What follows belongs to an exercise in optimizing a design on an open flow for small area, a short achievable clock period and few clock cycles; a production flow would make more cautious choices. Function was checked by simulation only, so behaviour that the tests miss may differ from the original. Power and IR drop assume default switching activity.

[flow/design.v]
module CPU_6507(
	output [12:0] addr_bus,
	output reg [7:0] d_out,
	input [7:0] d_in,
	output reg wenb,
	input clk,
	input rstb,
	input rdy
);
localparam T0 = 5'd0, T1 = 5'd1, ABS2 = 5'd2, IDX = 5'd3, BR = 5'd4, BRFIX = 5'd5;
localparam DATA = 5'd8, MOD = 5'd9, WR = 5'd10, PLO = 5'd11, PHI = 5'd12, PHIJ = 5'd13;
localparam PUSHH = 5'd16, PUSHL = 5'd17, PUSHR = 5'd18, SINC = 5'd19, PULLP = 5'd20, PULLL = 5'd21, PULLH = 5'd22, PULLA = 5'd23;
reg [7:0] A, X, Y, S;
reg N, V, D, I, Z, C;
reg [15:0] PC;
reg [7:0] IR, DL, ABL;
reg [4:0] ABH;
reg [4:0] st;
wire [7:0] P = {N, V, 2'b00, D, I, Z, C};
assign addr_bus = st[4] ? {5'b00001, S} : st[3] ? {ABH, ABL} : PC[12:0];
wire [2:0] aaa = IR[7:5];
wire [2:0] bbb = IR[4:2];
wire [1:0] cc = IR[1:0];
wire g1 = cc == 2'b01;
wire g2 = cc == 2'b10;
wire g0 = cc == 2'b00;
wire m_imm = (g1 & bbb == 3'b010) | (~g1 & bbb == 3'b000 & aaa[2]);
wire m_zp = bbb == 3'b001;
wire m_zpi = bbb == 3'b101;
wire m_izx = g1 & bbb == 3'b000;
wire m_izy = g1 & bbb == 3'b100;
wire m_absi = bbb == 3'b111 | (g1 & bbb == 3'b110);
wire use_y = (g1 & (bbb == 3'b110 | bbb == 3'b100)) | (g2 & aaa[2:1] == 2'b10);
wire is_store = aaa == 3'b100 & ~(g0 & ~bbb[0]) & ~(g2 & bbb[1:0] == 2'b10);
wire is_rmw = g2 & ~(aaa[2:1] == 2'b10) & bbb[0];
wire is_branch = g0 & bbb == 3'b100;
wire is_jmp = IR == 8'h4C;
wire is_jmpi = IR == 8'h6C;
wire is_jsr = IR == 8'h20;
wire is_brk = IR == 8'h00;
reg take;
always @(*) begin
	case (aaa[2:1])
		2'b00: take = N;
		2'b01: take = V;
		2'b10: take = C;
		default: take = Z;
	endcase
	take = take == aaa[0];
end
localparam OP_ADD = 3'd0, OP_AND = 3'd1, OP_OR = 3'd2, OP_EOR = 3'd3, OP_SHL = 3'd4, OP_SHR = 3'd5;
localparam [7:0] SA = 8'h80, SX = 8'h40, SY = 8'h20, SS = 8'h10, SPL = 8'h08, SPH = 8'h04, SAL = 8'h02, SDL = 8'h01, S0 = 8'h00;
localparam [1:0] MDL = 2'b10, MNDL = 2'b11, M00 = 2'b00, MFF = 2'b01;
localparam [1:0] C0 = 2'b00, C1 = 2'b10, CC = 2'b01;
function [14:0] cw;
	input [7:0] r; input [1:0] m; input [1:0] c; input [2:0] o;
	cw = {r, m, c, o};
endfunction
localparam [14:0] CW_NONE = 15'd0;
localparam [14:0] CW_SDEC = {SS, MFF, C0, OP_ADD};
localparam [14:0] CW_SINC = {SS, M00, C1, OP_ADD};
localparam [14:0] CW_ALINC = {SAL, M00, C1, OP_ADD};
reg [14:0] cw_exec;
always @(*) begin
	casez (IR)
		8'b000???01: cw_exec = {SA, MDL, C0, OP_OR};
		8'b001???01: cw_exec = {SA, MDL, C0, OP_AND};
		8'b010???01: cw_exec = {SA, MDL, C0, OP_EOR};
		8'b011???01: cw_exec = {SA, MDL, CC, OP_ADD};
		8'b111???01: cw_exec = {SA, MNDL, CC, OP_ADD};
		8'b110???01: cw_exec = {SA, MNDL, C1, OP_ADD};
		8'b111???00: cw_exec = {SX, MNDL, C1, OP_ADD};
		8'b110???00: cw_exec = {SY, MNDL, C1, OP_ADD};
		8'b001???00: cw_exec = {SA, MDL, C0, OP_AND};
		default: cw_exec = {S0, MDL, C0, OP_OR};    
	endcase
end
reg [14:0] cw_mod;
always @(*) begin
	case (aaa)
		3'b000: cw_mod = {SDL, M00, C0, OP_SHL};
		3'b001: cw_mod = {SDL, M00, CC, OP_SHL};
		3'b010: cw_mod = {SDL, M00, C0, OP_SHR};
		3'b011: cw_mod = {SDL, M00, CC, OP_SHR};
		3'b110: cw_mod = {SDL, MFF, C0, OP_ADD};
		default: cw_mod = {SDL, M00, C1, OP_ADD};
	endcase
end
wire [7:0] idxsel = use_y ? SY : SX;
reg [14:0] cw_op;
always @(*) begin
	casez (d_in)
		8'b00?0_1010: cw_op = {SA, M00, C0, OP_SHL} | {8'h0, 2'b0, 1'b0, d_in[5], 3'b0};
		8'b01?0_1010: cw_op = {SA, M00, C0, OP_SHR} | {8'h0, 2'b0, 1'b0, d_in[5], 3'b0};
		8'h8A, 8'h9A: cw_op = {SX, M00, C0, OP_OR};
		8'hAA, 8'hA8: cw_op = {SA, M00, C0, OP_OR};
		8'hBA: cw_op = {SS, M00, C0, OP_OR};
		8'h98: cw_op = {SY, M00, C0, OP_OR};
		8'hE8: cw_op = {SX, M00, C1, OP_ADD};
		8'hCA: cw_op = {SX, MFF, C0, OP_ADD};
		8'hC8: cw_op = {SY, M00, C1, OP_ADD};
		8'h88: cw_op = {SY, MFF, C0, OP_ADD};
		8'h08, 8'h48, 8'h00: cw_op = CW_SDEC;
		default: cw_op = CW_SINC;
	endcase
end
reg [14:0] cw_nx;
always @(*) begin
	case (st)
		T0: cw_nx = cw_op;
		T1: begin
			if (m_imm) cw_nx = cw_exec;
			else if (is_branch) cw_nx = {SPL, MDL, C0, OP_ADD};
			else if (m_izy) cw_nx = CW_ALINC;
			else if (m_zpi | m_izx) cw_nx = {idxsel, MDL, C0, OP_ADD};
			else cw_nx = {m_absi ? idxsel : S0, MDL, C0, OP_ADD};
		end
		IDX: cw_nx = CW_ALINC;
		ABS2: cw_nx = is_jsr ? CW_SDEC : CW_ALINC;
		PLO: cw_nx = {m_izy ? SY : S0, MDL, C0, OP_ADD};
		DATA: cw_nx = is_rmw ? cw_mod : cw_exec;
		BR: cw_nx = {SPH, 1'b0, DL[7], ~DL[7], 1'b0, OP_ADD};
		PUSHH, PUSHL: cw_nx = CW_SDEC;
		PUSHR: cw_nx = CW_ALINC;
		SINC, PULLP: cw_nx = CW_SINC;
		PULLA: cw_nx = cw_exec;
		default: cw_nx = CW_NONE;
	endcase
end
reg [14:0] cwr;
wire rA = cwr[14], rX = cwr[13], rY = cwr[12], rS = cwr[11], rPL = cwr[10], rPH = cwr[9], rAL = cwr[8], rDL = cwr[7];
wire mEn = cwr[6], mInv = cwr[5], cOne = cwr[4], cC = cwr[3];
wire [2:0] op = cwr[2:0];
wire [7:0] R = ({8{rA}} & A) | ({8{rX}} & X) | ({8{rY}} & Y) | ({8{rS}} & S) |
	({8{rPL}} & PC[7:0]) | ({8{rPH}} & PC[15:8]) | ({8{rAL}} & ABL) | ({8{rDL}} & DL);
wire [7:0] M = ({8{mEn}} & DL) ^ {8{mInv}};
wire cin = cOne | (cC & C);
wire [8:0] sum = {1'b0, R} + {1'b0, M} + {8'b0, cin};
reg [7:0] res;
reg cout;
always @(*) begin
	cout = sum[8];
	case (op)
		OP_ADD: res = sum[7:0];
		OP_AND: res = R & M;
		OP_OR: res = R | M;
		OP_EOR: res = R ^ M;
		OP_SHL: begin res = {R[6:0], cin}; cout = R[7]; end
		default: begin res = {cin, R[7:1]}; cout = R[0]; end
	endcase
end
wire ovf = (R[7] == M[7]) & (res[7] != R[7]);
reg wA, wX, wY, wS, wNZ, wC, wV, bitop;
always @(*) begin
	wA = 0; wX = 0; wY = 0; wS = 0; wNZ = 0; wC = 0; wV = 0; bitop = 0;
	case (st)
		T0: begin
			casez (IR)
				8'b0?0???01, 8'b001???01: begin wA = 1; wNZ = 1; end
				8'b101???01, 8'h68: begin wA = 1; wNZ = 1; end
				8'b011???01, 8'b111???01: begin wA = 1; wNZ = 1; wC = 1; wV = 1; end
				8'b110???01, 8'hE0, 8'hE4, 8'hEC, 8'hC0, 8'hC4, 8'hCC: begin wNZ = 1; wC = 1; end
				8'hA2, 8'hA6, 8'hAE, 8'hB6, 8'hBE: begin wX = 1; wNZ = 1; end
				8'hA0, 8'hA4, 8'hAC, 8'hB4, 8'hBC: begin wY = 1; wNZ = 1; end
				8'h24, 8'h2C: begin wNZ = 1; bitop = 1; wV = 1; end
				8'hAA, 8'hBA, 8'hE8, 8'hCA: begin wX = 1; wNZ = 1; end
				8'hA8, 8'hC8, 8'h88: begin wY = 1; wNZ = 1; end
				8'h8A, 8'h98: begin wA = 1; wNZ = 1; end
				8'h9A: wS = 1;
				8'h0A, 8'h2A, 8'h4A, 8'h6A: begin wA = 1; wNZ = 1; wC = 1; end
				default: ;
			endcase
		end
		MOD: begin wNZ = 1; wC = ~aaa[2]; end
		PUSHH, PUSHL, PUSHR, SINC, PULLL: wS = 1;
		PULLP: wS = ~IR[3];
		default: ;
	endcase
end
reg [4:0] ns;
always @(*) begin
	ns = T0;
	case (st)
		T0: begin
			if ((d_in[3:0] == 4'h8 & (d_in[7] | d_in[4])) | (d_in[3:0] == 4'hA & (d_in[7] | ~d_in[4])))
				ns = T0;
			else if (d_in == 8'h08 || d_in == 8'h48) ns = PUSHR;
			else if (d_in == 8'h00) ns = PUSHH;
			else if (d_in == 8'h28 || d_in == 8'h68 || d_in == 8'h40 || d_in == 8'h60) ns = SINC;
			else ns = T1;
		end
		T1: begin
			if (m_imm) ns = T0;
			else if (is_branch) ns = take ? BR : T0;
			else if (m_zp) ns = DATA;
			else if (m_zpi | m_izx) ns = IDX;
			else if (m_izy) ns = PLO;
			else ns = ABS2;
		end
		IDX: ns = m_izx ? PLO : DATA;
		ABS2: ns = is_jmp ? T0 : is_jsr ? PUSHH : is_jmpi ? PLO : DATA;
		PLO: ns = (is_jmpi | is_brk) ? PHIJ : PHI;
		PHI: ns = DATA;
		PHIJ: ns = T0;
		DATA: ns = is_rmw ? MOD : T0;
		MOD: ns = WR;
		WR: ns = T0;
		BR: ns = (cout != DL[7]) ? BRFIX : T0;
		BRFIX: ns = T0;
		PUSHH: ns = PUSHL;
		PUSHL: ns = is_brk ? PUSHR : T0;
		PUSHR: ns = is_brk ? PLO : T0;
		SINC: ns = IR[3] ? (IR[6] ? PULLA : PULLP) : (IR[5] ? PULLL : PULLP);
		PULLP: ns = IR[3] ? T0 : PULLL;
		PULLL: ns = PULLH;
		PULLH: ns = T0;
		PULLA: ns = T0;
		default: ns = T0;
	endcase
end
always @(*) begin
	if (st[4]) begin
		case (st[1:0])
			2'b00: d_out = PC[15:8];
			2'b01: d_out = PC[7:0];
			default: d_out = IR[6] ? A : P;
		endcase
	end else if (st[1]) d_out = DL;
	else d_out = cc[0] ? A : cc[1] ? X : Y;
end
wire [15:0] PCinc = PC + 16'd1;
wire [4:0] dinc = d_in[4:0] + 5'd1;
wire [4:0] ABHc = cout ? dinc : d_in[4:0];
always @(posedge clk) begin
	if (!rstb) begin
		st <= PLO;
		IR <= 8'h00;
		ABL <= 8'hFC;
		ABH <= 5'h1F;
		wenb <= 1'b1;
		cwr <= CW_ALINC;
		A <= 0; X <= 0; Y <= 0; S <= 0;
		N <= 0; V <= 0; D <= 0; I <= 1; Z <= 1; C <= 0;
	end else if (rdy) begin
		st <= ns;
		cwr <= cw_nx;
		wenb <= ~(ns == WR || ns == PUSHH || ns == PUSHL || ns == PUSHR || (ns == DATA && is_store));
		if (wA) A <= res;
		if (wX) X <= res;
		if (wY) Y <= res;
		if (wS) S <= res;
		if (wNZ) begin N <= bitop ? M[7] : res[7]; Z <= res == 8'h00; end
		if (wC) C <= cout;
		if (wV) V <= bitop ? M[6] : ovf;
		case (st)
			T0: begin
				IR <= d_in;
				PC <= PCinc;
				casez (IR)
					8'b00?11000: C <= IR[5];
					8'b01?11000: I <= IR[5];
					8'hB8: V <= 1'b0;
					8'b11?11000: D <= IR[5];
					default: ;
				endcase
			end
			T1: begin
				DL <= d_in;
				PC <= PCinc;
				ABL <= d_in;
				ABH <= 5'd0;
			end
			IDX: begin ABL <= res; ABH <= 5'd0; end
			ABS2: begin
				if (is_jmp) PC <= {d_in, DL};
				else PC <= PCinc;
				if (is_jsr) ABL <= d_in;
				else begin ABL <= res; ABH <= ABHc; end
			end
			PLO: begin DL <= d_in; ABL <= res; end
			PHI: begin ABL <= res; ABH <= ABHc; end
			PHIJ: PC <= {d_in, DL};
			DATA: DL <= d_in;
			MOD: DL <= res;
			BR: PC[7:0] <= res;
			BRFIX: PC[15:8] <= res;
			PUSHH: if (is_jsr) PC[15:8] <= ABL;
			PUSHL: if (is_jsr) PC[7:0] <= DL;
			PUSHR: if (is_brk) begin I <= 1'b1; ABL <= 8'hFE; ABH <= 5'h1F; end
			PULLP: begin N <= d_in[7]; V <= d_in[6]; D <= d_in[3]; I <= d_in[2]; Z <= d_in[1]; C <= d_in[0]; end
			PULLL: PC[7:0] <= d_in;
			PULLH: PC[15:8] <= d_in;
			PULLA: DL <= d_in;
			default: ;
		endcase
	end
end
endmodule
[flow/run.sh]
#!/bin/bash
# synth_recipe.tcl (not shown) runs the flow's synth.tcl, then flattens the netlist and writes it again
# the make line also repeats each setting of config.mk as NAME=value (left out here)
make -C /OpenROAD-flow-scripts/flow DESIGN_CONFIG=/design/flow/config.mk WORK_HOME=/design/flow/orfs CLKGATE_MAP_FILE= SYNTH_SCRIPT=/design/flow/synth_recipe.tcl finish
[flow/config.mk]
export PLATFORM = sky130hd
export DESIGN_NAME = CPU_6507
export DESIGN_NICKNAME = CPU_6507
export VERILOG_FILES = /design/flow/design.v
export SDC_FILE = /design/flow/constraint.sdc
export NUM_CORES = 4
export LEC_CHECK = 0
export ABC_AREA = 1
export CAP_MARGIN = 20
export CORE_MARGIN = 2
export CORE_UTILIZATION = 60
export SETUP_SLACK_MARGIN = 5
export SLEW_MARGIN = 20
[flow/constraint.sdc]
create_clock -name core_clock -period 9.0 [get_ports {clk}]
set_input_delay 1.8000 -clock core_clock [delete_from_list [all_inputs] [get_ports {clk}]]
set_output_delay 1.8000 -clock core_clock [all_outputs]
set_load 0.01 [all_outputs]
==> results.json, run 1 <==
{
  "hp-class": "reg -> reg",
  "drt_first_pass_iters": 9,
  "cts_max_path_buffers": 2,
  "drive_above_1_share_pct": 9.40,
  "period_needed_ps": 3980,
  "slew_headroom_pct": 43.2,
  "timing.rr.end": "PC[10]$_DFFE_PP_",
  "drtIter0Drc": 1654,
  "drt_wl_total_mm": 35.7,
  "synthFlopType": "dfxtp_1",
  "finalCritPeriodShare_pct": 44.2,
  "cts_tree": "done",
  "ant_nets": 0,
  "dp_hpwl_mm": 26.6,
  "r2r_setup_slack_ps": 5100,
  "clk_latency_ps": 360,
  "skew_ps": 12.9,
  "finalSetupTns_ps": 0,
  "final_core_util_pct": 66.6,
  "synth_top_area_share_pct": 18.1,
  "die_area_um2": 15800,
  "min_from": "ABH[1]$_SDFFE_PN1P_",
  "avgSynthCellArea_um2": 6.14,
  "reg2reg_from": "cwr[11]$_SDFFE_PN0P_",
  "cap_violations": 0,
  "grt_pass1_wl_mm": 54.5,
  "p_leak_uw": 0.00443,
  "pre_cts_slack_ps": 4440,
  "finalPower_uw": 1390,
  "numClockSinks": 104,
  "antenna_found_initial": 0,
  "core_area_um2": 14500,
  "min_to": "ABH[1]$_SDFFE_PN1P_",
  "setup_violations": 0,
  "synthesis.nets": 1475,
  "wl_per_cell_um": 21.7,
  "syn_area_um2": 8860,
  "start_util_pct": 61.2,
  "cts_htree_levels": 3,
  "cp.arrival_ps": 4270,
  "maxSlewViolCount": 0,
  "crit_path_start_kind": "primary input",
  "synth_area_leaders": "dfxtp_1 (18%), nand2_1 (16%), edfxtp_1 (8.1%)",
  "peakVddDrop_mv": 0.0859,
  "die_w_um": 126,
  "status": "timing/DRC/antenna clean",
  "portBuffers": 32,
  "die_h_um": 126,
  "synth_cell_type_count": 54,
  "required_ps": 9290,
  "hold_buffers": 0,
  "place.gp.congestion": 1.07,
  "tightest_slew_ps": 852,
  "drc": 0,
  "first_global_vias": 9838,
  "io_pins": 33,
  "end_kind": "flip-flop",
  "syn_inst": 1442,
  "clock.fmax_mhz": 251,
  "overflow": 0,
  "ys_seq_area_share_pct": 26.2,
  "ys_top_cells_by_count": "nand2_1 (386), nor2_1 (144), inv_1 (135)",
  "syn_to_final_growth_pct": 8.83,
  "post-synth-top-count-cell": "nand2_1",
  "numCtsBuffers": 9,
  "async_flop_share_pct": 0,
  "path_max_fanout": 7,
  "critPathKind": "in -> reg",
  "hold_depth": 2,
  "grt_max_degree": 62,
  "power.density_nw_per_um2": 144,
  "cts_root_buffer": "clkbuf_16",
  "yosysTopAreaCell": "dfxtp_1",
  "layout_setup_ws_ps": 5020,
  "vias_per_cell": 6.53,
  "ys_ff_latch": 104,
  "clk_pin_slew_ps": 80,
  "via_count": 10700,
  "track_usage_pct": 44.6,
  "rr_worst_depth": 14,
  "yosysWarnings": 1,
  "hold_violations": 0,
  "nNetsFinal": 1485,
  "rsz0062_at_grt": "yes",
  "synth_edf_count": 24,
  "n_fill_cell": 1346,
  "rows": 44,
  "n_antenna_cell": 0
}
timing repair:
item / in CTS / in global routing
resized for setup: 18 / 20
pin swaps: 1 / 1
setup buffers: 5 / 5
setup endpoints to repair: 8 / 41
worst max-delay path by stage:
stage,startpoint,to,slack (ps)
3_5_place_dp,st[1]$_SDFFE_PN1P_,d_out[0],4440
4_1_cts,IR[0]$_SDFFE_PN0P_,d_out[4],5000
2_1_floorplan,rstb,PC[0]$_DFFE_PP_,5520
6_report,d_in[6],cwr[1]$_SDFFE_PN0P_,5020
3_3_place_gp,st[1]$_SDFFE_PN1P_,d_out[0],4520
5_1_grt,d_in[5],cwr[1]$_SDFFE_PN0P_,4960
per-layer routing:
layer | up-vias | GRT usage, % | share of wire (%)
met3 | 210 | 11.4 | 14
met1 | 4795 | 57.8 | 36
met4 | 0 | 26.3 | 7.1
met5 | - | 0 | 0
met2 | 878 | 67.1 | 42
li1 | 4827 | - | -
layout by cell type, fill, tap and decap left out, drive strengths merged, types with 3 or more instances in the layout:
cell type / synthesis / final
inv: 172 / 172
dlymetal6s2s: 0 / 12
o221ai: 12 / 12
nand3: 96 / 96
edfxtp: 24 / 24
o2111ai: 7 / 7
nand4: 20 / 20
ha: 20 / 20
o22ai: 9 / 9
xor2: 16 / 16
o211ai: 13 / 13
o21ai: 163 / 163
clkinv: 3 / 5
nor2: 170 / 170
a21oi: 128 / 128
nor3: 14 / 14
a221oi: 3 / 3
nand2: 402 / 402
clkbuf: 16 / 12
buf: 34 / 18
a22oi: 13 / 13
nand3b: 4 / 4
a211oi: 3 / 3
dfxtp: 80 / 80
clkdlybuf4s50: 0 / 18
flip-flops by register name, summed over array words and instances, names as in the netlist, 5 cells and up:
register and count:
PC 16, DL 8, cwr 15, IR 8
A 8, ABH 5, Y 8, st 5
ABL 8, X 8, S 8
layout make-up:
| cell class | count | area [um2] | area share, % |
|---|---|---|---|
| clock inverter | 4 | 30.0 | 0.311 |
| multi-input combinational | 1113 | 5630 | 58.4 |
| timing repair buffer | 49 | 483 | 5.01 |
| inverter | 175 | 683 | 7.09 |
| sequential | 104 | 2330 | 24.2 |
| tap | 184 | 230 | 2.39 |
| clock buffer | 12 | 256 | 2.66 |
critical path, stage by stage:
cell and delay, ps:
clkdlybuf4s50_1 770, inv_2 380, nand2_1 130, nor2_1 210
nand3_1 130, nand3_1 150, nor2_1 70, nand2_1 90
nand2_1 70, o22ai_1 220, nand2_1 140, o21ai_0 90
cell families (layout without fill, tap and decap cells):
kind of cell	count (synthesis)	count (layout)	share of synthesized area (%)
and+or+nand+nor	711	711	35.1
AOI/OAI and AO/OA	362	362	23.1
buffers and inverters	225	240	10.5
DFF	104	104	26.2
adders and majority gates	22	22	3.28
xor gates and xnor gates	18	18	1.78
per-stage QoR:
stage / hold slack [ps] / instance area [um2] / std cells
2_1_floorplan: 435 / 8860 / 1442
3_3_place_gp: 451 / 9180 / 1613
3_5_place_dp: 455 / 9190 / 1615
4_1_cts: 474 / 9560 / 1636
5_1_grt: 514 / 9640 / 1641
6_report: 472 / 9640 / 1641
report_power, final:
| group | total (uW) | internal, uW | switching (uW) |
|---|---|---|---|
| clock | 400 | 204 | 195 |
| combinational | 453 | 137 | 316 |
| sequential | 534 | 501 | 32.9 |
| total | 1390 | 843 | 544 |
Testbench counts, summed over its fixed seeds: cycles 244,174.
==> run 2, diff against run 1 <==
--- a/flow/config.mk
+++ b/flow/config.mk
@@ -9,5 +9,4 @@
 export CAP_MARGIN = 20
 export CORE_MARGIN = 2
 export CORE_UTILIZATION = 60
-export SETUP_SLACK_MARGIN = 5
 export SLEW_MARGIN = 20
==> run 2 against run 1 <==
Effect of this change: area after synthesis is the same; cell area shrank 1.7%; clock power is essentially flat; critical path depth shrank 5; utilization shrank 1.1 points; global-route usage shrank 0.32 points; first-iteration DRC count shrank 1.9%; clock-buffer cell count is the same; clock skew shrank 3.1 ps; setup slack lost 1200 ps; critical endpoint is now d_out[0]; largest power group unchanged.
==> results.json, run 2 <==
{
  "status": "timing/DRC/antenna clean",
  "clk_latency_ps": 360,
  "ys_top_cells_by_count": "nand2_1 (386), nor2_1 (144), inv_1 (135)",
  "hold_buffers": 0,
  "cts_htree_levels": 3,
  "syn_inst": 1442,
  "cts_tree": "done",
  "vias_per_cell": 6.49,
  "rsz0062_at_grt": "no",
  "via_count": 10600,
  "clk_pin_slew_ps": 80,
  "top_regs": "PC (16), cwr (15)",
  "path_max_fanout": 17,
  "final_core_util_pct": 65.5,
  "avgSynthCellArea_um2": 6.14,
  "critical_path.top_delay_family": "buffers and inverters",
  "die_area_um2": 15800,
  "largest_reg_flops": 16,
  "crit_chain": "clkinv_1, a21oi_1, o21ai_0, o21ai_0, a21oi_1, o21ai_0, clkdlybuf4s50_1",
  "cts_max_path_buffers": 2,
  "power.density_nw_per_um2": 145,
  "drive_above_1_share_pct": 8.02,
  "wl_per_cell_um": 21.7,
  "ys_seq_area_share_pct": 26.2,
  "post-synth-top-count-cell": "nand2_1",
  "setup_violations": 0,
  "clock.fmax_mhz": 194,
  "grt_pass1_wl_mm": 54.2,
  "yosysTopAreaCell": "dfxtp_1",
  "cap_violations": 0,
  "rows": 44,
  "drt_wl_total_mm": 35.4,
  "syn_to_final_growth_pct": 6.96,
  "core_area_um2": 14500,
  "place.gp.congestion": 1.07,
  "synth_edf_count": 24,
  "place_inst": 1615,
  "numClockSinks": 104,
  "drtIter0Drc": 1622,
  "first_global_vias": 9794,
  "hp-class": "reg -> reg",
  "finalCritPeriodShare_pct": 57.3,
  "period_needed_ps": 5160,
  "overflow": 0,
  "dp_hpwl_mm": 26.6,
  "end_kind": "primary output",
  "grt_max_degree": 62,
  "cts_resized": 0,
  "peakVddDrop_mv": 0.0869,
  "layout_commonest_cell": "nand2_1",
  "portBuffers": 32,
  "track_usage_pct": 44.3,
  "hold_depth": 2,
  "synthesis.nets": 1475,
  "slew_headroom_pct": 30.2,
  "post_cts_buffers": 0,
  "cts_root_buffer": "clkbuf_16",
  "p_leak_uw": 0.00425,
  "die_h_um": 126,
  "crit_path_start_kind": "flip-flop",
  "ant_nets": 0,
  "n_fill_cell": 1366,
  "required_ps": 7200,
  "synthFlopType": "dfxtp_1",
  "synth_cell_type_count": 54,
  "rr_worst_depth": 20,
  "finalSetupTns_ps": 0,
  "skew_ps": 9.84,
  "cp.arrival_ps": 3360,
  "start_util_pct": 61.2,
  "nNetsFinal": 1475,
  "finalNonFillerCells": 1632,
  "syn_area_um2": 8860,
  "drc": 0,
  "final_cell_mix": "nand2_1 (386), nor2_1 (144), inv_1 (135)",
  "die_w_um": 126,
  "slowest_delay_ps": 840,
  "regMostFlops": "PC",
  "io_pins": 33,
  "async_flop_share_pct": 0,
  "yosysWarnings": 1,
  "synth_top_area_share_pct": 18.1,
  "hold_violations": 0,
  "antenna_found_initial": 0,
  "cpMostUsedCell": "o21ai_0",
  "crit_slowest_cell": "dfxtp_1",
  "ys_ff_latch": 104,
  "synth_area_leaders": "dfxtp_1 (18%), nand2_1 (16%), edfxtp_1 (8.1%)",
  "numCtsBuffers": 9,
  "tightest_slew_ps": 1040,
  "maxSlewViolCount": 0,
  "cp_num_cells": 7,
  "critPathKind": "reg -> out",
  "worst-path-buf-inv": 2,
  "drt_first_pass_iters": 6
}
==> run 2: worst register-to-register path, delay by kind of cell, from the launching register on <==
family / cells / cell delay [ps]
AOI/OAI and AO/OA: 1 / 110
adders and majority gates: 2 / 970
buffers and inverters: 2 / 190
DFF: 1 / 670
and+or+nand+nor: 15 / 1900
==> run 2: power breakdown <==
group | leakage [uW] | internal, uW | switching [uW]
clock | 0.000139 | 204 | 193
sequential | 0.000868 | 501 | 33.8
combinational | 0.00324 | 135 | 311
total | 0.00425 | 841 | 538
==> run 2: cells by family after synthesis <==
family	Yosys count	synth area share [%]
AND/OR/NAND/NOR	711	35.1
AO/OA/AOI/OAI	362	23.1
buffers and inverters	225	10.5
flip-flops	104	26.2
adder cells (fa/ha/maj)	22	3.28
XOR/XNOR	18	1.78
==> run 2: final timing paths <==
check | to | from | slack [ps]
min | ABH[1]$_SDFFE_PN1P_ | ABH[1]$_SDFFE_PN1P_ | 470
min reg2reg | ABH[1]$_SDFFE_PN1P_ | ABH[1]$_SDFFE_PN1P_ | 470
max | d_out[0] | st[1]$_SDFFE_PN1P_ | 3840
max reg2reg | Z$_SDFFE_PN1P_ | cwr[11]$_SDFFE_PN0P_ | 5090
==> run 2: layout make-up <==
class	instances	area, um2	share of cell area [%]
Timing Repair Buffer	39	363	3.83
Tap cell	184	230	2.43
Inverter	175	664	7.01
Clock buffer	12	256	2.71
Clock inverter	4	30.0	0.317
Antenna cell	1	2.50	0.0264
Sequential cell	104	2320	24.5
Multi-Input combinational cell	1113	5610	59.2
==> run 2: stage by stage <==
step                hold slack (ps)  area [um2]  power (uW)  worst slack [ps]
finish                          473        9480        1380              3840
detailed placement              455        9190         967              4440
global route                    514        9470        1420              3730
floorplan                       435        8860         803              5520
global placement                451        9180         961              4520
CTS                             474        9470        1350              4010
==> run 2: metal layers <==
metal,share of wire (%),vias up,track usage (%),routed length (um)
li1,-,4813,-,-
met1,37,4763,56.9,13100
met2,43,838,66.7,15200
met3,14,170,11.6,4820
met4,6.5,0,26.3,2290
met5,0,-,0,0
==> run 3, diff against run 2 <==
--- a/flow/config.mk
+++ b/flow/config.mk
@@ -5,8 +5,7 @@
 export SDC_FILE = /design/flow/constraint.sdc
 export NUM_CORES = 4
 export LEC_CHECK = 0
-export ABC_AREA = 1
 export CAP_MARGIN = 20
 export CORE_MARGIN = 2
-export CORE_UTILIZATION = 60
+export CORE_UTILIZATION = 40
 export SLEW_MARGIN = 20
==> run 3 against run 2 <==
Effect of this change: die area is 50% higher; critical path depth increased by 3; combinational power shrank 17%; register-to-register slack got worse by 340 ps; final cell count is 14% lower; first-iteration DRC count decreased by 19%; still clean; via count down 12%; total power fell by 6.0%; sequential power fell by 3%.
==> results.json, run 3 <==
{
  "die_area_um2": 23600,
  "synth_area_leaders": "dfxtp_1 (18%), edfxtp_1 (8.1%), mux2i_1 (6.4%)",
  "core_area_um2": 21900,
  "first_global_vias": 8379,
  "largest_reg_flops": 16,
  "reg2reg_from": "cwr[11]$_SDFFE_PN0P_",
  "drc": 0,
  "final_cell_mix": "nand2_1 (130), nor2_1 (80), dfxtp_1 (78)",
  "cts_htree_levels": 3,
  "die_h_um": 154,
  "layout_commonest_cell": "nand2_1",
  "finalCritPeriodShare_pct": 52.4,
  "finalSetupTns_ps": 0,
  "whs_ps": 510,
  "dp_hpwl_mm": 24.1,
  "crit_path_start_kind": "primary input",
  "hold_violations": 0,
  "drt_first_pass_iters": 6,
  "ant_nets": 0,
  "portBuffers": 32,
  "min_from": "ABH[0]$_SDFFE_PN1P_",
  "rsz0062_at_grt": "no",
  "grt_pass1_wl_mm": 52.1,
  "synthFlopType": "dfxtp_1",
  "rows": 54,
  "slew_headroom_pct": 23.6,
  "start_util_pct": 40.9,
  "critPathKind": "in -> reg",
  "numClockSinks": 104,
  "setup_violations": 0,
  "drt_wl_total_mm": 33.9,
  "die_w_um": 154,
  "ys_ff_latch": 104,
  "hp-class": "reg -> reg",
  "syn_to_final_growth_pct": 8.66,
  "n_antenna_cell": 0,
  "p_leak_uw": 0.00335,
  "place.gp.congestion": 0.939,
  "cap_violations": 0,
  "post_cts_buffers": 0,
  "cts_tree": "done",
  "clock.fmax_mhz": 212,
  "antenna_found_initial": 0,
  "yosysTopAreaCell": "dfxtp_1",
  "syn_area_um2": 8940,
  "status": "timing/DRC/antenna clean",
  "period_needed_ps": 4710,
  "async_flop_share_pct": 0,
  "via_count": 9273,
  "grt_max_degree": 83,
  "cts_max_path_buffers": 2,
  "rr_worst_depth": 12,
  "cts_root_buffer": "clkbuf_16",
  "n_fill_cell": 2242,
  "worst-path-buf-inv": 2,
  "required_ps": 9230,
  "synthesis.nets": 1186,
  "top_regs": "PC (16), cwr (15)",
  "vias_per_cell": 6.57,
  "avgSynthCellArea_um2": 7.76,
  "crit_chain": "clkdlybuf4s50_1, inv_1, ha_1, or4b_4, or3_1, a21oi_2, o21ai_1, or4_1, a211oi_2, a22oi_1",
  "synth_top_area_share_pct": 17.9,
  "ys_seq_area_share_pct": 26.0,
  "cts_resized": 0,
  "clk_pin_slew_ps": 80,
  "track_usage_pct": 28.0,
  "maxSlewViolCount": 0,
  "regMostFlops": "PC",
  "tightest_slew_ps": 1140,
  "synth_cell_type_count": 86,
  "yosysWarnings": 1,
  "clk_latency_ps": 380,
  "drtIter0Drc": 1319,
  "crit_slowest_cell": "clkdlybuf4s50_1",
  "slowest_delay_ps": 620,
  "nNetsFinal": 1159,
  "hold_buffers": 0,
  "timing.rr.end": "C$_SDFFE_PN0P_",
  "end_kind": "flip-flop",
  "hold_depth": 2,
  "path_max_fanout": 9,
  "skew_ps": 13.9,
  "synth_edf_count": 24,
  "peakVddDrop_mv": 0.0834,
  "cp.arrival_ps": 4950,
  "wl_per_cell_um": 24.1,
  "numCtsBuffers": 9,
  "power.density_nw_per_um2": 133,
  "syn_inst": 1153,
  "critical_path.top_delay_family": "simple AND/OR/NAND/NOR gates",
  "ys_top_cells_by_count": "nand2_1 (130), dfxtp_1 (80), nor2_1 (80)",
  "io_pins": 33,
  "min_to": "ABH[0]$_SDFFE_PN1P_",
  "r2r_setup_slack_ps": 4750,
  "overflow": 0,
  "drive_above_1_share_pct": 8.05,
  "post-synth-top-count-cell": "nand2_1",
  "finalPower_uw": 1300
}
[run 3: cell types whose count changed after synthesis, sizes merged, moves of 24 or more]
cell    previous run  this run
a22oi             13        38
nor2b              0        48
inv              172        38
a21oi            128        64
nor2             170        80
clkbuf            16        71
xnor2              2        26
o21ai            163        74
mux2i              0        57
nand3             96        43
nand2            402       130
[run 3: logic make-up (layout without fill, tap and decap cells)]
group,count (synthesis),in the layout,synth area share [%]
AND/OR/NAND/NOR,435,435,24.6
AO/OA/AOI/OAI,340,340,26.1
buffers and inverters,135,113,5.92
flip-flops,104,104,26.0
multiplexers,83,83,10.8
XOR/XNOR,34,34,3.33
adder cells (fa/ha/maj),22,22,3.25
[run 3: worst max-delay path by stage]
stage / to / slack, ps / start / cells after the start
6_report: st[0]$_SDFFE_PN1P_ / 4290 / d_in[0] / 10
5_1_grt: st[0]$_SDFFE_PN1P_ / 4170 / d_in[0] / 10
4_1_cts: st[0]$_SDFFE_PN1P_ / 4340 / d_in[0] / 10
3_5_place_dp: st[0]$_SDFFE_PN1P_ / 3970 / d_in[0] / 10
3_3_place_gp: st[0]$_SDFFE_PN1P_ / 4020 / d_in[0] / 10
2_1_floorplan: st[0]$_SDFFE_PN1P_ / 4820 / d_in[1] / 11
[run 3: final cells by class]
class	instances	area (um2)	share of cell area (%)
sequential	104	2320	23.9
clock inverter	7	65.1	0.669
timing repair buffer	59	518	5.33
clock buffer	9	225	2.32
inverter	38	143	1.47
multi-input combinational	914	6090	62.7
tap	280	350	3.60
[run 3: per-stage QoR]
| stage | instances | instance area (um2) | setup slack, ps | util, % |
|---|---|---|---|---|
| 2_1_floorplan | 1153 | 8940 | 4820 | - |
| 3_3_place_gp | 1395 | 9430 | 4020 | 43.1 |
| 3_5_place_dp | 1395 | 9430 | 3970 | 43.1 |
| 4_1_cts | 1411 | 9720 | 4340 | 44.4 |
| 5_1_grt | 1411 | 9720 | 4170 | 44.4 |
| 6_report | 1411 | 9720 | 4290 | 44.4 |
[run 3: report_power, final]
group	total, uW	switching, uW	leakage, uW	internal, uW
Combinational	370	233	0.00235	137
Sequential	517	22.1	0.000866	495
Clock	409	215	0.000139	194
[run 3: worst reg2reg max path, stage by stage, from the launching register on]
cell and delay, ps:
dfxtp_1 650, a22oi_1 190, nand4_1 220, inv_1 120, fa_1 460, fa_1 470
nand2b_1 190, a21oi_1 250, o31ai_1 120, a21oi_1 610, nand2_1 360, a21oi_1 330
o221a_2 230
[run 3: layer usage]
metal / GRT usage, % / share of wire (%) / vias up
met5: 0 / 0 / -
met4: 7.60 / 2.3 / 0
met3: 4.31 / 9.7 / 69
met2: 42.4 / 43 / 532
met1: 41.5 / 45 / 4442
li1: - / - / 4230

==> port drivers added, routing unchanged <==
The results above use ideal ports. As a check the final layouts listed here were re-extracted and re-timed, cells and wires unchanged.
Step 1, drivers: a clkbuf_16 drives clk and a buf_2 each remaining input, both assumed.
Step 2 moves the port delays by t, midway between the first and last clock arrival at a register: inputs arrive t later, outputs are due t later. That takes back most of the time a late clock gives input paths.
Three values: ideal, step 1, step 2; two values: the first two.
| run | shift t [ns] | slack for setup (ns) | hold slack, ns | worst setup path at the end | slew at the worst register clock pin (ns) |
|---|---|---|---|---|---|
| run 1 | 0.403 | 5.019 / 5.007 / 4.642 | 0.472 / 0.472 / 0.472 | input to register | 0.08 / 0.08 |
| run 2 | 0.407 | 3.841 / 3.794 / 4.201 | 0.473 / 0.473 / 0.473 | register to output | 0.08 / 0.08 |
| run 3 | 0.415 | 4.286 / 4.309 / 3.894 | 0.510 / 0.510 / 0.510 | input to register | 0.09 / 0.09 |
After both steps every run listed still meets setup and hold. For run 3, which loses most, drivers alone change the setup slack by +0.023 ns; drivers and shift together by -0.392 ns.
